Context: an optimization exercise on an open-source flow, tuned for small area, a short achievable clock period and few clock cycles per item. The choices shown serve that exercise and are no tape-out recipe.
At most, simulation tests tie the RTL to the original design; equivalence was not proved.

Setup of v6:
==> flow/design.v <==
module non_rest #(parameter n=16, s=16) (output wire [s-1:0] QUOTIENT, REMAINDER, output wire done,
    input wire [n-1:0] x, y, input wire clk, reset, start);
    reg [15:0] Q, R, M;    
    reg [3:0]  cnt;        
    reg        fin;
    assign QUOTIENT  = Q;
    assign REMAINDER = R;
    assign done      = fin;
    wire        busy = |cnt;
    wire [16:0] T    = {R, Q[15]};
    wire [17:0] D    = {1'b0, T} - {2'b0, M};
    wire        qb   = ~D[17];
    wire y_le1 = ~|y[15:1];
    wire q0    = y_le1 & (~y[0] | x[15]);
    wire r0    = x[15] & ~(y_le1 & y[0]);
    wire c8 = |y[15:8];
    wire c4 = |y[15:4];
    wire ysm = ~|y[15:2];
    reg  a1, a2;
    reg  [1:0] r2;
    always @* begin
        a1 = 1'b0; a2 = 1'b0; r2 = x[15:14];
        if (ysm)
            case (y[1:0])
                2'd0: begin a1 = 1'b1;  a2 = 1'b1; end
                2'd1: begin a1 = x[15]; a2 = x[14]; r2 = 2'd0; end
                2'd2: begin a2 = x[15]; r2 = {1'b0, x[14]}; end
                2'd3: begin a2 = x[15] & x[14]; if (x[15] & x[14]) r2 = 2'd0; end
            endcase
    end
    always @(posedge clk, posedge reset)
        if (reset) begin
            cnt <= 4'd0; fin <= 1'b0;
        end else if (start) begin
            if (c8) begin cnt <= 4'd8; fin <= 1'b0; end
            else if (c4) begin cnt <= 4'd12; fin <= 1'b0; end
            else begin cnt <= 4'd14; fin <= 1'b0; end
        end else if (busy) begin
            cnt <= cnt - 4'd1;
            if (cnt == 4'd1) fin <= 1'b1;
        end
    always @(posedge clk)
        if (start) begin
            M <= y;
            if (c8) begin R <= {8'd0, x[15:8]}; Q <= {x[7:0], 8'd0}; end
            else if (c4) begin R <= {12'd0, x[15:12]}; Q <= {x[11:0], 4'd0}; end
            else begin R <= {14'd0, r2}; Q <= {x[13:0], a1, a2}; end
        end else if (busy) begin
            R <= qb ? D[15:0] : T[15:0];
            Q <= {Q[14:0], qb};
        end
endmodule
export LEC_CHECK = 0
export CAP_MARGIN = 20
export CORE_MARGIN = 2
export CORE_UTILIZATION = 40
export SETUP_SLACK_MARGIN = 3.5
export SLEW_MARGIN = 20
create_clock -name core_clock -period 6.0 [get_ports {clk}]
standard.sh (not shown) runs the stock make flow with config.mk's settings and CLKGATE_MAP_FILE= SYNTH_SCRIPT=/design/flow/synth_recipe.tcl, a recipe that flattens the netlist after the stock synthesis.
==> flow/flow/run.sh <==
#!/bin/bash
# Standard layout, with the port buffers made from buf_1 cells instead of the
# default choice; the resizer still upsizes any of them that timing needs.
set -euo pipefail
bash standard.sh "BUFFER_PORTS_ARGS=-buffer_cell sky130_fd_sc_hd__buf_1" finish > orfs_make.log 2>&1
Input-level comparison between v7 and v6:
==> flow/design.v <==
module non_rest #(parameter n=16, s=16) (output wire [s-1:0] QUOTIENT, REMAINDER, output wire done,
    input wire [n-1:0] x, y, input wire clk, reset, start);
    reg [15:0] Q, R, M;    
    reg [3:0]  cnt;        
    reg        fin;
    assign QUOTIENT  = Q;
    assign REMAINDER = R;
    assign done      = fin;
    wire        busy = |cnt;
    wire [16:0] T    = {R, Q[15]};
    wire [17:0] D    = {1'b0, T} - {2'b0, M};
    wire        qb   = ~D[17];
    wire y_le1 = ~|y[15:1];
    wire q0    = y_le1 & (~y[0] | x[15]);
    wire r0    = x[15] & ~(y_le1 & y[0]);
    wire c8 = |y[15:8];
    wire c4 = |y[15:4];
    always @(posedge clk, posedge reset)
        if (reset) begin
            cnt <= 4'd0; fin <= 1'b0;
        end else if (start) begin
            if (c8) begin cnt <= 4'd8; fin <= 1'b0; end
            else if (c4) begin cnt <= 4'd12; fin <= 1'b0; end
            else begin cnt <= 4'd15; fin <= 1'b0; end
        end else if (busy) begin
            cnt <= cnt - 4'd1;
            if (cnt == 4'd1) fin <= 1'b1;
        end
    always @(posedge clk)
        if (start) begin
            M <= y;
            if (c8) begin R <= {8'd0, x[15:8]}; Q <= {x[7:0], 8'd0}; end
            else if (c4) begin R <= {12'd0, x[15:12]}; Q <= {x[11:0], 4'd0}; end
            else begin R <= {15'd0, r0}; Q <= {x[14:0], q0}; end
        end else if (busy) begin
            R <= qb ? D[15:0] : T[15:0];
            Q <= {Q[14:0], qb};
        end
endmodule
--- outcome ---
Compared with v6, v7 shows routed wire length per instance lower by 3.8%. v7: all stages complete, timing, DRC and antenna checks passed. On horizontal extent of the die, the lower figure sits with v7, not v6. Changes observed in v7 relative to v6: minimum setup slack after placement went up, met2 usage -1.7 points, maximum VDD drop saw a decrease. Against v6, v7 comes in 9.5 points lower on relative area change from synthesis to final layout. Relative to v6, the first-pass GRT wire length of v7 is lower by 15%. Comparing v7 and v6, share of the clock period used by the worst path after layout is higher on v6. Detail-routed via count per cell went down by a few percent going from v6 to v7. Going from v6 to v7, the core area was found to have gone down by about 6%. Summary of v7 over v6: worst hold margin went up; final weighted congestion in routability-driven placement increased 0.032; utilization decreased 3.7 points.
Testbench counts of v7, summed over its fixed seeds: cycles 19,649, divisions 1,600.
Function not checked in v6: the RTL went through the layout flow alone.

========
non_rest, a different RTL version from the one above (not shown whole).
Size in the first run: ~53 flip-flops, ~68 I/O pins.
==> module non_rest, before the edit <==
module non_rest #(parameter n=16, s=16) (output wire [s-1:0] QUOTIENT, REMAINDER, output wire done,
    input wire [n-1:0] x, y, input wire clk, reset, start);
    reg [15:0] Q, R, M;    
    reg [3:0]  cnt;        
    reg        fin;
    assign QUOTIENT  = Q;
    assign REMAINDER = R;
    assign done      = fin;
    wire        busy = |cnt;
    wire [16:0] T    = {R, Q[15]};
    wire [16:0] nm = {1'b1, ~M};
    wire [16:0] pg = T ^ nm;
    wire [16:0] gg = T & nm;
    wire [16:0] gi = {gg[16:1], gg[0] | pg[0]};    
    wire [16:0] pp = T | nm;
    wire [16:0] G [0:5];
    wire [16:0] P [0:5];
    assign G[0] = gi;
    assign P[0] = pp;
    genvar l, b;
    generate for (l = 0; l < 5; l = l + 1) begin : lv
        for (b = 0; b < 17; b = b + 1) begin : bt
            if ((b >> l) & 1) begin : c
                assign G[l+1][b] = G[l][b] | (P[l][b] & G[l][((b >> l) << l) - 1]);
                assign P[l+1][b] = P[l][b] & P[l][((b >> l) << l) - 1];
            end else begin : p
                assign G[l+1][b] = G[l][b];
                assign P[l+1][b] = P[l][b];
            end
        end
    end endgenerate
    wire [17:0] cy = {G[5], 1'b1};    
    wire [16:0] D  = pg ^ cy[16:0];
    wire        qb = cy[17];
    wire y_le1 = ~|y[15:1];
    wire q0    = y_le1 & (~y[0] | x[15]);
    wire r0    = x[15] & ~(y_le1 & y[0]);
    wire c8 = |y[15:8];
    wire c4 = |y[15:4];
    wire ysm = ~|y[15:2];
    reg  a1, a2;
    reg  [1:0] r2;
    always @* begin
        a1 = 1'b0; a2 = 1'b0; r2 = x[15:14];
        if (ysm)
            case (y[1:0])
                2'd0: begin a1 = 1'b1;  a2 = 1'b1; end
                2'd1: begin a1 = x[15]; a2 = x[14]; r2 = 2'd0; end
                2'd2: begin a2 = x[15]; r2 = {1'b0, x[14]}; end
                2'd3: begin a2 = x[15] & x[14]; if (x[15] & x[14]) r2 = 2'd0; end
            endcase
    end
    always @(posedge clk, posedge reset)
        if (reset) begin
            cnt <= 4'd0; fin <= 1'b0;
        end else if (start) begin
            if (c8) begin cnt <= 4'd8; fin <= 1'b0; end
            else if (c4) begin cnt <= 4'd12; fin <= 1'b0; end
            else begin cnt <= 4'd14; fin <= 1'b0; end
        end else if (busy) begin
            cnt <= cnt - 4'd1;
            if (cnt == 4'd1) fin <= 1'b1;
        end
    always @(posedge clk)
        if (start) begin
            M <= y;
            if (c8) begin R <= {8'd0, x[15:8]}; Q <= {x[7:0], 8'd0}; end
            else if (c4) begin R <= {12'd0, x[15:12]}; Q <= {x[11:0], 4'd0}; end
            else begin R <= {14'd0, r2}; Q <= {x[13:0], a1, a2}; end
        end else if (busy) begin
            R <= qb ? D[15:0] : T[15:0];
            Q <= {Q[14:0], qb};
        end
endmodule
clock: 6.0 ns
lec_check: 0
cap_margin: 20
core_margin: 2
core_utilization: 40
setup_slack_margin: 3.5
slew_margin: 20
Scripts as last shown in full above: flow/flow/run.sh
Edit:
--- a/flow/design.v
+++ b/flow/design.v
@@ -34,25 +34,19 @@
     wire        qb = cy[17];
     wire y_le1 = ~|y[15:1];
     wire q0    = y_le1 & (~y[0] | x[15]);
     wire r0    = x[15] & ~(y_le1 & y[0]);
     wire c8 = |y[15:8];
     wire c4 = |y[15:4];
-    wire ysm = ~|y[15:2];
-    reg  a1, a2;
-    reg  [1:0] r2;
-    always @* begin
-        a1 = 1'b0; a2 = 1'b0; r2 = x[15:14];
-        if (ysm)
-            case (y[1:0])
-                2'd0: begin a1 = 1'b1;  a2 = 1'b1; end
-                2'd1: begin a1 = x[15]; a2 = x[14]; r2 = 2'd0; end
-                2'd2: begin a2 = x[15]; r2 = {1'b0, x[14]}; end
-                2'd3: begin a2 = x[15] & x[14]; if (x[15] & x[14]) r2 = 2'd0; end
-            endcase
-    end
+    wire       ysm = ~|y[15:2];
+    wire [2:0] t1  = {2'd0, x[15]};
+    wire       a1  = ysm & (t1 >= {1'b0, y[1:0]});
+    wire [1:0] r1  = a1 ? t1[1:0] - y[1:0] : t1[1:0];
+    wire [2:0] t2  = {r1, x[14]};
+    wire       a2  = ysm & (t2 >= {1'b0, y[1:0]});
+    wire [1:0] r2  = a2 ? t2[1:0] - y[1:0] : t2[1:0];
     always @(posedge clk, posedge reset)
         if (reset) begin
             cnt <= 4'd0; fin <= 1'b0;
         end else if (start) begin
             if (c8) begin cnt <= 4'd8; fin <= 1'b0; end
             else if (c4) begin cnt <= 4'd12; fin <= 1'b0; end
The new run passed the timing, design-rule and antenna checks.
Design area went up by about 7%.
Synthesized area came out higher by 6.1%.
Final cell count rose by 4.6%.
Global-route usage is higher by 0.84 points.
Via count increases by about 4.4%.
Clock-buffer cell count grows by 1.
No functional check of the RTL was part of any run of this note.

==> afterwards: timing with drivers on the ports <==
The results above use ideal ports. As a check the final layouts listed here were re-extracted and re-timed, cells and wires unchanged. Step 1 (the two cells are an assumption about what drives the block):
set clk [get_ports {clk}]
set_driving_cell -lib_cell sky130_fd_sc_hd__clkbuf_16 $clk
set_driving_cell -lib_cell sky130_fd_sc_hd__buf_2 [delete_from_list [all_inputs] $clk]
Step 2 adds t to the input delays and takes it off the output delays; t is the mean of the earliest and latest rising clock arrival at the registers after step 1. Input paths then give back, and output paths get back, about the clock's delay inside the block. Slacks: no drivers / after step 1 / after step 2; pairs: no drivers / after step 1.
| run | shift t [ns] | slack for setup (ns) | hold slack, ns |
|---|---|---|---|
| v6 | 0.341 | 3.395 / 3.382 / 3.041 | 0.503 / 0.503 / 0.503 |
| v7 | 0.340 | 3.501 / 3.501 / 3.238 | 0.519 / 0.519 / 0.519 |
| the first run of note 2 | 0.341 | 3.430 / 3.430 / 3.240 | 0.524 / 0.524 / 0.524 |
| the second run of note 2 | 0.337 | 2.481 / 2.467 / 2.131 | 0.513 / 0.513 / 0.513 |
After both steps setup and hold are still met in every run listed. The setup slack of v6, which loses most, moves by -0.013 ns with the drivers and by -0.354 ns with both steps.
